What follows belongs to an exercise in optimizing a design on an open flow for small area, a short achievable clock period and few clock cycles per item; a production flow would make more cautious choices.
At most, simulation tests tie the RTL to the original design; equivalence was not proved.

== main ==
==> module multiplier_iterative, before the edit <==
module multiplier_iterative(
    input clk,
    input logic valid_in,
    input logic[31:0] a,
    input logic[31:0] b,
    output logic valid_out,
    output logic[63:0] r
);
    logic[31:0] mp, mp_next;
    logic[63:0] mc, mc_next;
    logic[63:0] acc, acc_next;
    logic[5:0] i, i_next;
    always @(*) begin
        mp_next = mp;
        mc_next = mc;
        acc_next = acc;
        i_next = i;
        if (valid_in == 1) begin
            mp_next = a;
            mc_next = b;
            acc_next = 0;
            i_next = 0;
        end
        else if (i != 32) begin
            acc_next = acc + ( mp[0] ? mc : 0 );
            mp_next = mp>>1;
            mc_next = mc<<1;
            if (mp==0)
                i_next=32;       
            else
                i_next = i + 1;
        end
    end
    always_ff @(posedge clk) begin
        mp <= mp_next;
        mc <= mc_next;
        acc <= acc_next;
        i <= i_next;
        if (i_next==32) begin
            r <= acc_next;
            valid_out <= 1;
        end
        else begin
            valid_out <= 0;
        end
    end
endmodule
Settings: LEC_CHECK=0, CAP_MARGIN=20, CORE_MARGIN=2, CORE_UTILIZATION=40, SLEW_MARGIN=20; clock period 6.0 ns.
run.sh (not shown) runs the stock make flow with config.mk's settings and CLKGATE_MAP_FILE= SYNTH_SCRIPT=/design/flow/synth_recipe.tcl, a recipe that flattens the netlist after the stock synthesis.
Testbench counts of main, summed over its fixed seeds: cycles 420,122, items 24,000.
Changes in the feature branch relative to main:
==> flow/design.v <==
module multiplier_iterative(
    input clk,
    input logic valid_in,
    input logic[31:0] a,
    input logic[31:0] b,
    output logic valid_out,
    output logic[63:0] r
);
    logic [31:0] mc;                    
    logic [2:0] n;                      
    function automatic [2:0] ndig(input [31:0] x);
        ndig = (x[31:24] != 0) ? 3'd4 : (x[23:16] != 0) ? 3'd3 :
               (x[15:8] != 0) ? 3'd2 : (x[7:0] != 0) ? 3'd1 : 3'd0;
    endfunction
    wire [2:0] na = ndig(a);
    wire [2:0] nb = ndig(b);
    wire swap = nb < na;                
    wire [2:0] nm = swap ? nb : na;
    wire [31:0] mp = swap ? b : a;
    logic [63:0] start;
    always @(*) begin
        case (nm)
            3'd4: start = {mp, 32'd0};
            3'd3: start = {mp[23:0], 40'd0};
            3'd2: start = {mp[15:0], 48'd0};
            default: start = {mp[7:0], 56'd0};
        endcase
    end
    always_ff @(posedge clk) begin
        if (valid_in) begin
            mc <= swap ? a : b;
            r <= start;
            n <= nm;
            valid_out <= (nm == 0);
        end else if (!valid_out) begin
            r <= (r << 8) + mc * r[63:56];
            n <= n - 1'b1;
            if (n == 3'd1) valid_out <= 1'b1;
        end
    end
endmodule
- Comparing main and the feature branch, synthesized cell count is lower on main.
- Going from main to the feature branch, number of global-route vias before repair grew by more than a quarter.
- The proportion of cell area occupied by registers in the feature branch was lower than what main gave.
- Of the two candidates, main has the better via count and the feature branch the worse one.
- On maximum level of the CTS H-tree: between main and the feature branch, it ends up higher for the feature branch.
- Per the comparison of the feature branch with main, utilization down 0.68 points; number of post-CTS setup repair buffers flat.
Testbench counts of the feature branch, summed over its fixed seeds: cycles 65,401, items 24,000.

--- another note on this design; it stands on its own ---

## multiplier_iterative
module multiplier_iterative(
    input clk,
    input logic valid_in,
    input logic[31:0] a,
    input logic[31:0] b,
    output logic valid_out,
    output logic[63:0] r
);
    logic [31:0] mc;                    
    logic [2:0] n;                      
    function automatic [2:0] ndig(input [31:0] x);
        ndig = (x[31:24] != 0) ? 3'd4 : (x[23:16] != 0) ? 3'd3 :
               (x[15:8] != 0) ? 3'd2 : (x[7:0] != 0) ? 3'd1 : 3'd0;
    endfunction
    function automatic lead1(input [31:0] x);
        lead1 = (x[31:24] != 0) ? (x[31:24] == 1) : (x[23:16] != 0) ? (x[23:16] == 1) :
                (x[15:8] != 0) ? (x[15:8] == 1) : (x[7:0] == 1);
    endfunction
    wire la = lead1(a);
    wire lb = lead1(b);
    wire [2:0] na = ndig(a) - la;       
    wire [2:0] nb = ndig(b) - lb;
    wire swap = nb < na;                
    wire [2:0] nm = swap ? nb : na;
    wire [31:0] mp = swap ? b : a;
    wire [31:0] mcs = swap ? a : b;
    wire lm = swap ? lb : la;
    logic [63:0] start;
    always @(*) begin
        case (nm)
            3'd4: start = {mp, 32'd0};
            3'd3: start = {mp[23:0], 40'd0};
            3'd2: start = {mp[15:0], 48'd0};
            3'd1: start = {mp[7:0], 56'd0};
            default: start = 64'd0;
        endcase
        if (lm) start[31:0] = mcs;
    end
    always_ff @(posedge clk) begin
        if (valid_in) begin
            mc <= mcs;
            r <= start;
            n <= nm;
            valid_out <= (nm == 0);
        end else if (!valid_out) begin
            r <= (r << 8) + mc * r[63:56];
            n <= n - 1'b1;
            if (n == 3'd1) valid_out <= 1'b1;
        end
    end
endmodule
Size: ~1600 cells after synthesis, roughly 100 flip-flops, ~130 I/O pins, ~15000 sq um of cells after synthesis.
clock: 6.0 ns
lec_check: 0
cap_margin: 20
core_margin: 2
core_utilization: 40
gpl_timing_driven: 0
slew_margin: 20
run.sh (not shown) runs the stock make flow with config.mk's settings and CLKGATE_MAP_FILE= SYNTH_SCRIPT=/design/flow/synth_recipe.tcl, a recipe that flattens the netlist after the stock synthesis.
The first run ran to the end with no violations.
Rerun with:
- GPL_TIMING_DRIVEN: 0 -> default
- SETUP_SLACK_MARGIN: default -> 0.6
After rerunning:
- setup slack improved by 0.33 ns
- via count decreases by a few percent
- die area is unchanged
- design area increases by a few percent
- fmax goes up by a few percent
No functional check of the RTL was part of any run of this note.

---

Another version of the RTL of multiplier_iterative (not shown whole).
Size in the first run: ~1,600 cells after synthesis, ~130 I/O pins.
make LEC_CHECK=0 CAP_MARGIN=20 CORE_MARGIN=2 CORE_UTILIZATION=60 SLEW_MARGIN=20 finish   # period 6.0 ns
Change:
- CORE_UTILIZATION: 60 -> 75
Outcome: The changed run completed without violations; routed wire length grows by about 11%; cell area stays flat; worst setup slack gets worse by 0.079 ns; sequential share of layout area hardly moves; cell count decreases by about 3%.
Function was not checked in any run of this note: the RTL went through the layout flow alone.

==> separate check: timing with driven ports <==
The flow's constraints put no driver on any port. The routed layouts listed below were extracted and timed again, unchanged, in two steps.
Step 1, drivers: a clkbuf_16 drives clk and a buf_2 each remaining input, both assumed.
Step 2 also shifts input and output timing later by t, the mid clock arrival at the registers, as if the neighbouring blocks saw the same clock.
Three values: ideal ports, drivers, drivers and shift; two values: the first two.
run | t, ns | setup WS [ns] | clock arrival spread, ns
main | 0.575 | 1.230 / 1.230 / 1.230 | 0.018 / 0.018
the feature branch | 0.416 | 0.130 / 0.130 / 0.130 | 0.017 / 0.017
the first run of note 2 | 0.413 | 0.108 / 0.108 / -0.201 | 0.019 / 0.019
the second run of note 2 | 0.408 | 0.437 / 0.437 / 0.343 | 0.010 / 0.010
the first run of note 3 | 0.406 | 0.245 / 0.245 / 0.245 | 0.012 / 0.012
the second run of note 3 | 0.411 | 0.166 / 0.166 / 0.166 | 0.016 / 0.017
With both steps, setup timing fails in the first run of note 2, where it was met with ideal ports. The setup slack of the first run of note 2, which loses most, moves by 0.000 ns with the drivers and by -0.309 ns with both steps.
